Source: an optimization exercise on an open RTL-to-GDS flow (aim: small area and a short achievable clock period). Production flows keep margins and buffers that such runs may drop. Function was checked by simulation only, so behaviour that the tests miss may differ from the original.

--- flow/config.mk ---
export PLATFORM = sky130hd
export DESIGN_NAME = cordic_advanced
export DESIGN_NICKNAME = cordic_advanced
export VERILOG_FILES = /design/flow/design.v
export SDC_FILE = /design/flow/constraint.sdc
export NUM_CORES = 4
export LEC_CHECK = 0
export CAP_MARGIN = 20
export CORE_MARGIN = 2
export CORE_UTILIZATION = 40
export SLEW_MARGIN = 20
--- flow/constraint.sdc ---
create_clock -name core_clock -period 4.5 [get_ports {clk}]
set_input_delay 0.9000 -clock core_clock [delete_from_list [all_inputs] [get_ports {clk}]]
set_output_delay 0.9000 -clock core_clock [all_outputs]
set_load 0.01 [all_outputs]
--- flow/design.v ---
`timescale 1ns / 1ps
module cordic_advanced #(
    parameter DATA_WIDTH = 18,           
    parameter ANGLE_WIDTH = 32,          
    parameter ITERATIONS = 18,           
    parameter PIPELINE_STAGES = 18       
)(
    input  wire                         clk,
    input  wire                         rst_n,
    input  wire                         enable,
    input  wire signed [DATA_WIDTH-1:0] x_in,
    input  wire signed [DATA_WIDTH-1:0] y_in,
    input  wire signed [ANGLE_WIDTH-1:0] z_in,           
    input  wire                         data_valid_in,
    output wire                         data_ready_out,
    output wire signed [DATA_WIDTH:0]   x_out,
    output wire signed [DATA_WIDTH:0]   y_out,
    output wire signed [ANGLE_WIDTH-1:0] z_out,
    output wire                         data_valid_out,
    input  wire                         data_ready_in,
    output wire                         overflow,
    output wire [15:0]                  iterations_count,
    output wire [31:0]                  throughput_counter
);
    localparam real CORDIC_GAIN = 1.646760258121;
    localparam signed [DATA_WIDTH-1:0] K_INVERSE = 
        (DATA_WIDTH == 16) ? 16'd19898 :
        (DATA_WIDTH == 18) ? 18'd79593 :
        (DATA_WIDTH == 20) ? 20'd318371 : 16'd19898;
    function [ANGLE_WIDTH-1:0] atan_lut;
        input integer idx;
        begin
            case(idx)
                0:  atan_lut = 32'h20000000;   
                1:  atan_lut = 32'h12E4051E;   
                2:  atan_lut = 32'h09FB385B;   
                3:  atan_lut = 32'h051111D4;   
                4:  atan_lut = 32'h028B0D43;   
                5:  atan_lut = 32'h0145D7E1;   
                6:  atan_lut = 32'h00A2F61E;   
                7:  atan_lut = 32'h00517C55;   
                8:  atan_lut = 32'h0028BE53;   
                9:  atan_lut = 32'h00145F2E;   
                10: atan_lut = 32'h000A2F98;   
                11: atan_lut = 32'h000517CC;   
                12: atan_lut = 32'h00028BE6;   
                13: atan_lut = 32'h000145F3;   
                14: atan_lut = 32'h0000A2F9;
                15: atan_lut = 32'h0000517D;
                16: atan_lut = 32'h000028BE;
                17: atan_lut = 32'h0000145F;
                18: atan_lut = 32'h00000A2F;
                19: atan_lut = 32'h00000518;
                20: atan_lut = 32'h0000028C;
                21: atan_lut = 32'h00000146;
                22: atan_lut = 32'h000000A3;
                23: atan_lut = 32'h00000051;
                24: atan_lut = 32'h00000028;
                25: atan_lut = 32'h00000014;
                26: atan_lut = 32'h0000000A;
                27: atan_lut = 32'h00000005;
                28: atan_lut = 32'h00000002;
                29: atan_lut = 32'h00000001;
                default: atan_lut = 32'h00000000;
            endcase
        end
    endfunction
    reg signed [DATA_WIDTH:0]   x_pipe [0:PIPELINE_STAGES];
    reg signed [DATA_WIDTH:0]   y_pipe [0:PIPELINE_STAGES];
    reg signed [ANGLE_WIDTH-1:0] z_pipe [0:PIPELINE_STAGES];
    reg                         valid_pipe [0:PIPELINE_STAGES];
    reg [15:0] iteration_counter;
    reg [31:0] throughput_cnt;
    reg        overflow_flag;
    assign data_ready_out = enable;
    assign data_valid_out = valid_pipe[PIPELINE_STAGES];
    assign iterations_count = iteration_counter;
    assign throughput_counter = throughput_cnt;
    assign overflow = overflow_flag;
    wire [1:0] quadrant;
    assign quadrant = z_in[ANGLE_WIDTH-1:ANGLE_WIDTH-2];
    always @(posedge clk or negedge rst_n) begin
        if (!rst_n) begin
            x_pipe[0] <= 0;
            y_pipe[0] <= 0;
            z_pipe[0] <= 0;
            valid_pipe[0] <= 0;
        end else if (enable && data_valid_in) begin
            valid_pipe[0] <= 1'b1;
            case (quadrant)
                2'b00, 2'b11: begin   
                    x_pipe[0] <= {x_in[DATA_WIDTH-1], x_in};
                    y_pipe[0] <= {y_in[DATA_WIDTH-1], y_in};
                    z_pipe[0] <= z_in;
                end
                2'b01: begin   
                    x_pipe[0] <= -{y_in[DATA_WIDTH-1], y_in};
                    y_pipe[0] <= {x_in[DATA_WIDTH-1], x_in};
                    z_pipe[0] <= {2'b00, z_in[ANGLE_WIDTH-3:0]};
                end
                2'b10: begin   
                    x_pipe[0] <= {y_in[DATA_WIDTH-1], y_in};
                    y_pipe[0] <= -{x_in[DATA_WIDTH-1], x_in};
                    z_pipe[0] <= {2'b11, z_in[ANGLE_WIDTH-3:0]};
                end
            endcase
        end else if (enable) begin
            valid_pipe[0] <= 0;
        end
    end
    genvar i;
    generate
        for (i = 0; i < PIPELINE_STAGES; i = i + 1) begin : cordic_pipeline
            wire decision_sign;
            wire signed [DATA_WIDTH:0] x_shifted, y_shifted;
            assign x_shifted = x_pipe[i] >>> i;
            assign y_shifted = y_pipe[i] >>> i;
            assign decision_sign = z_pipe[i][ANGLE_WIDTH-1];
            always @(posedge clk or negedge rst_n) begin
                if (!rst_n) begin
                    x_pipe[i+1] <= 0;
                    y_pipe[i+1] <= 0;
                    z_pipe[i+1] <= 0;
                    valid_pipe[i+1] <= 0;
                end else if (enable) begin
                    valid_pipe[i+1] <= valid_pipe[i];
                    if (valid_pipe[i]) begin
                        if (decision_sign) begin   
                            x_pipe[i+1] <= x_pipe[i] + y_shifted;
                            y_pipe[i+1] <= y_pipe[i] - x_shifted;
                            z_pipe[i+1] <= z_pipe[i] + atan_lut(i);
                        end else begin   
                            x_pipe[i+1] <= x_pipe[i] - y_shifted;
                            y_pipe[i+1] <= y_pipe[i] + x_shifted;
                            z_pipe[i+1] <= z_pipe[i] - atan_lut(i);
                        end
                    end else begin
                        x_pipe[i+1] <= x_pipe[i];
                        y_pipe[i+1] <= y_pipe[i];
                        z_pipe[i+1] <= z_pipe[i];
                    end
                end
            end
        end
    endgenerate
    assign x_out = x_pipe[PIPELINE_STAGES];
    assign y_out = y_pipe[PIPELINE_STAGES];
    assign z_out = z_pipe[PIPELINE_STAGES];
    always @(posedge clk or negedge rst_n) begin
        if (!rst_n) begin
            overflow_flag <= 0;
        end else begin
            if (valid_pipe[PIPELINE_STAGES]) begin
                overflow_flag <= (x_pipe[PIPELINE_STAGES] == {1'b1, {DATA_WIDTH{1'b0}}}) ||
                                 (y_pipe[PIPELINE_STAGES] == {1'b1, {DATA_WIDTH{1'b0}}});
            end
        end
    end
    always @(posedge clk or negedge rst_n) begin
        if (!rst_n) begin
            iteration_counter <= 0;
            throughput_cnt <= 0;
        end else begin
            if (data_valid_in && enable)
                iteration_counter <= iteration_counter + 1;
            if (data_valid_out && data_ready_in)
                throughput_cnt <= throughput_cnt + 1;
        end
    end
endmodule
module cordic_sincos #(
    parameter DATA_WIDTH = 18,
    parameter ANGLE_WIDTH = 32,
    parameter PIPELINE_STAGES = 18
)(
    input  wire                         clk,
    input  wire                         rst_n,
    input  wire                         enable,
    input  wire signed [ANGLE_WIDTH-1:0] angle,
    input  wire                         angle_valid,
    output wire                         angle_ready,
    output wire signed [DATA_WIDTH:0]   cos_out,
    output wire signed [DATA_WIDTH:0]   sin_out,
    output wire                         result_valid,
    input  wire                         result_ready
);
    localparam signed [DATA_WIDTH-1:0] K_INV = 
        (DATA_WIDTH == 16) ? 16'd19898 :
        (DATA_WIDTH == 18) ? 18'd79593 :
        (DATA_WIDTH == 20) ? 20'd318371 : 16'd19898;
    wire overflow;
    wire [15:0] iter_count;
    wire [31:0] throughput;
    cordic_advanced #(
        .DATA_WIDTH(DATA_WIDTH),
        .ANGLE_WIDTH(ANGLE_WIDTH),
        .ITERATIONS(PIPELINE_STAGES),
        .PIPELINE_STAGES(PIPELINE_STAGES)
    ) cordic_core (
        .clk(clk),
        .rst_n(rst_n),
        .enable(enable),
        .x_in(K_INV),
        .y_in({DATA_WIDTH{1'b0}}),
        .z_in(angle),
        .data_valid_in(angle_valid),
        .data_ready_out(angle_ready),
        .x_out(cos_out),
        .y_out(sin_out),
        .z_out(),
        .data_valid_out(result_valid),
        .data_ready_in(result_ready),
        .overflow(overflow),
        .iterations_count(iter_count),
        .throughput_counter(throughput)
    );
endmodule
--- flow/run.sh ---
#!/bin/bash
# synth_recipe.tcl (not shown) runs the flow's synth.tcl, then flattens the netlist and writes it again
# the make line also repeats each setting of config.mk as NAME=value (left out here)
make -C /OpenROAD-flow-scripts/flow DESIGN_CONFIG=/design/flow/config.mk WORK_HOME=/design/flow/orfs CLKGATE_MAP_FILE= SYNTH_SCRIPT=/design/flow/synth_recipe.tcl finish
==> results.sh <==
export IMPL_port_buffers=193
export IMPL_crit_required_ps=5290
export IMPL_routabilityCongestion=0.905
export IMPL_start_util_pct=40.1
export IMPL_ioPinCount=194
export IMPL_dp_cells=18800
export IMPL_area_delta_synth_final_pct=10.4
export IMPL_antenna_found_initial=3
export IMPL_die_w_um=561
export IMPL_cp_cell_sequence="inv_1, ha_1, nor3b_1, nand3b_1, ha_1, mux2_2, ha_1, a21o_1, a21oi_1, o21ai_0, a211oi_1, nor3b_1, o21a_1, o41ai_1, o21ai_0, nand3_1"
export IMPL_wl_met3_um=12300
export IMPL_outcome="timing/DRC/antenna clean"
export IMPL_fmaxAchievable_ghz=0.239
export IMPL_synth_distinct_cells=98
export IMPL_ant_nets=0
export IMPL_grt_pass1_wl_um=559000
export IMPL_hold_viol_final=0
export IMPL_insertion_delay_ps=890
export IMPL_routed_wirelength_um=348000
export IMPL_slowest_stage="dfrtp_1"
export IMPL_crit_fanout=5
export IMPL_coreArea_um2=309000
export IMPL_synth_most_common_cell="a21oi_1"
export IMPL_grt_overflow_total=0
export IMPL_fin_setup_tns_ps=0
export IMPL_clk_path_buf_depth=4
export IMPL_tightest_slew_ps=1100
export IMPL_first_pass_iters=6
export IMPL_met1Wirelength_um=160000
export IMPL_detailroute_via_count=107000
export IMPL_end_kind="flop"
export IMPL_netlist_instances=14900
export IMPL_grt_pass1_vias=101000
export IMPL_path_common_cell="ha_1"
export IMPL_rsz0062_at_grt="no"
export IMPL_avgRoutedWirePerCell_um=18.2
export IMPL_rows=204
export IMPL_yosys_area_top_type="dfrtp_1"
export IMPL_synth_area_mux_share_pct=7.16
export IMPL_dp_hpwl_um=263000
export IMPL_synth_area_leaders="dfrtp_1 28%, ha_1 13%, a21oi_1 8.4%"
export IMPL_critPathKind="reg2reg"
export IMPL_routed_via_density=5.57
export IMPL_clk_pin_slew_worst_paths_ps=60
export IMPL_drt_iter0_drc=6510
export IMPL_cts_sink_count=1398
export IMPL_setup_violations=0
export IMPL_async_reset_ff_share_pct=100
export IMPL_grt_max_degree=172
export IMPL_synth_compound_area_share_pct=22.8
export IMPL_synth_nets=16300
export IMPL_synth_top_family_by_area="compound AO/OA/AOI/OAI gates"
export IMPL_maxUsedRoutingLayer="met4"
export IMPL_root_buffer="clkbuf_16"
export IMPL_ys_flop_type="dfrtp_1"
export IMPL_track_usage_pct=21.5
export IMPL_die_y_um=561
export IMPL_die_area_um2=314000
export IMPL_mappedNetlistArea_um2=124000
export IMPL_clock_skew_ps=70.8
export IMPL_crit_arrival_ps=4970
export IMPL_synth_seq_cells=1398
export IMPL_numCtsBuffers=178
export IMPL_wl_met2_um=165000
export IMPL_fill_cells=30700
export IMPL_ys_warn_count=5
export IMPL_min_period_ps=4180
export IMPL_detail_route_drc_violations=0
export IMPL_drive_above_1_share_pct=4.86
export IMPL_fin_cells=19100
export IMPL_post_route_period_util_pct=92.9
export IMPL_synth_commonest_cells="2076 x a21oi_1, 1896 x nor2_1, 1398 x dfrtp_1, 1266 x ha_1, 908 x xnor2_1"
export IMPL_htree_num_levels=4
export IMPL_cts_tree="built"
export IMPL_min_path_type="reg2reg"
export IMPL_avgSynthCellArea_um2=8.30
export IMPL_max_stage_delay_ps=450
export IMPL_synth_edf_count=0
export IMPL_maxSlewViolCount=0
export IMPL_synth_top_area_share_pct=28.2
export IMPL_startpoint_type="flop"
export IMPL_max_cap_violations=0
export IMPL_synth_adder_area_share_pct=13.7
export IMPL_synth_xor_area_share_pct=9.08
export IMPL_slew_headroom_pct=26.8
export IMPL_seq_area_frac_synth_pct=28.2
export IMPL_synthSimpleGateAreaFrac_pct=15.4
export IMPL_final_net_count=16300
export IMPL_whs_ps=472
[sequential cells by signal, indices dropped and copies added (netlist names)]
signal	count
throughput_cnt	32
valid_pipe	19
y_pipe	361
iteration_counter	16
z_pipe	608
x_pipe	361
overflow_flag	1
[layout by cell type, fill, tap and decap left out, drive strengths merged, types with 41 or more instances in the layout]
master | netlist | layout
a211oi | 182 | 182
a21o | 551 | 551
a21oi | 2080 | 2080
a31oi | 188 | 188
and3 | 107 | 107
buf | 111 | 214
clkbuf | 525 | 236
clkdlybuf4s50 | 0 | 191
clkinv | 11 | 55
dfrtp | 1398 | 1398
fa | 55 | 55
ha | 1266 | 1266
inv | 548 | 557
mux2 | 98 | 98
mux2i | 776 | 776
nand2 | 841 | 841
nand2b | 119 | 119
nand3 | 313 | 313
nand4 | 92 | 92
nor2 | 1896 | 1896
nor2b | 192 | 192
nor3 | 295 | 295
nor4 | 57 | 57
o211ai | 102 | 102
o21a | 131 | 131
o21ai | 712 | 712
o21bai | 133 | 133
o31ai | 69 | 69
o41ai | 42 | 42
or2 | 41 | 41
or3 | 132 | 132
xnor2 | 908 | 908
xor2 | 376 | 376
[routing by layer]
metal / vias up / GRT usage, %
met2: 1950 / 36.5
met4: 0 / 6.22
met5: - / 0
li1: 53800 / -
met3: 488 / 2.00
met1: 50400 / 28.9
[cells by family (layout without fill, tap and decap cells)]
logic type,Yosys count,after routing
AOI/OAI and AO/OA,4616,4616
adders and majority gates,1321,1321
other,0,1
muxes,874,874
xor gates and xnor gates,1284,1284
and+or+nand+nor,4238,4238
buffers and inverters,1195,1286
DFF,1398,1398
[metrics by stage]
stage | instance area, µm² | utilization (%) | setup WS (ps)
after detailed placement | 131000 | 42.3 | 411
after CTS | 137000 | 44.3 | 409
after floorplan | 124000 | - | 397
after global routing | 137000 | 44.3 | 14.7
after global placement | 131000 | 42.3 | 428
final | 137000 | 44.3 | 320
[final cells by class]
type / count / area (µm²) / area share, %
Antenna cell: 1 / 2.50 / 0.00183
Tap cell: 4120 / 5150 / 3.77
Clock buffer: 236 / 5070 / 3.70
Timing Repair Buffer: 406 / 3970 / 2.90
Multi-Input combinational cell: 12300 / 84400 / 61.7
Sequential cell: 1398 / 35000 / 25.6
Inverter: 559 / 2110 / 1.54
Clock inverter: 85 / 1020 / 0.746
[worst paths after layout]
kind,cells past startpoint,to,startpoint,slack [ps]
setup reg to reg,16,y_pipe[11][18]$_DFFE_PN0P_,x_pipe[10][10]$_DFFE_PN0P_,320
min in group asynchronous,2,x_pipe[10][3]$_DFFE_PN0P_,rst_n,600
hold / removal,2,z_pipe[0][10]$_DFFE_PN0P_,z_pipe[0][10]$_DFFE_PN0P_,470
hold reg to reg,2,z_pipe[0][10]$_DFFE_PN0P_,z_pipe[0][10]$_DFFE_PN0P_,470
setup / recovery,16,y_pipe[11][18]$_DFFE_PN0P_,x_pipe[10][10]$_DFFE_PN0P_,320
max in group asynchronous,4,x_pipe[5][1]$_DFFE_PN0P_,rst_n,2570
[worst max-delay path: cells and delay by family, from the launching register on]
family	cells	cell delay [ps]
fa+ha+maj	3	810
simple gates	4	860
flops	1	450
compound gates	7	1650
buf+inv	1	110
mux	1	260
[what timing repair did]
action / in CTS / in global routing
hold buffers: 1 / 0
endpoints found under the hold margin: 35 / 0
gates resized for setup: 0 / 1
endpoints found under the setup margin: 0 / 1
setup buffers: 0 / 0

port drivers added, routing unchanged:
The flow's constraints put no driver on any port. The routed layout listed below was extracted and timed again, unchanged, in two steps.
Step 1, drivers: a clkbuf_16 drives clk and a buf_2 each remaining input, both assumed.
Step 2 moves the port delays by t, midway between the first and last clock arrival at a register: inputs arrive t later, outputs are due t later. That takes back most of the time a late clock gives input paths.
a / b / c = no drivers / after step 1 / after step 2; a / b = the first two.
t, ns: 0.946
slack for setup (ns): 0.320 / 0.320 / 0.320
worst data-port slew with drivers (ns): 0.12
pins driven straight from the clock port: 1
After both steps setup and hold are still met in this run. For this run, drivers alone change the setup slack by 0.000 ns; drivers and shift together by 0.000 ns.
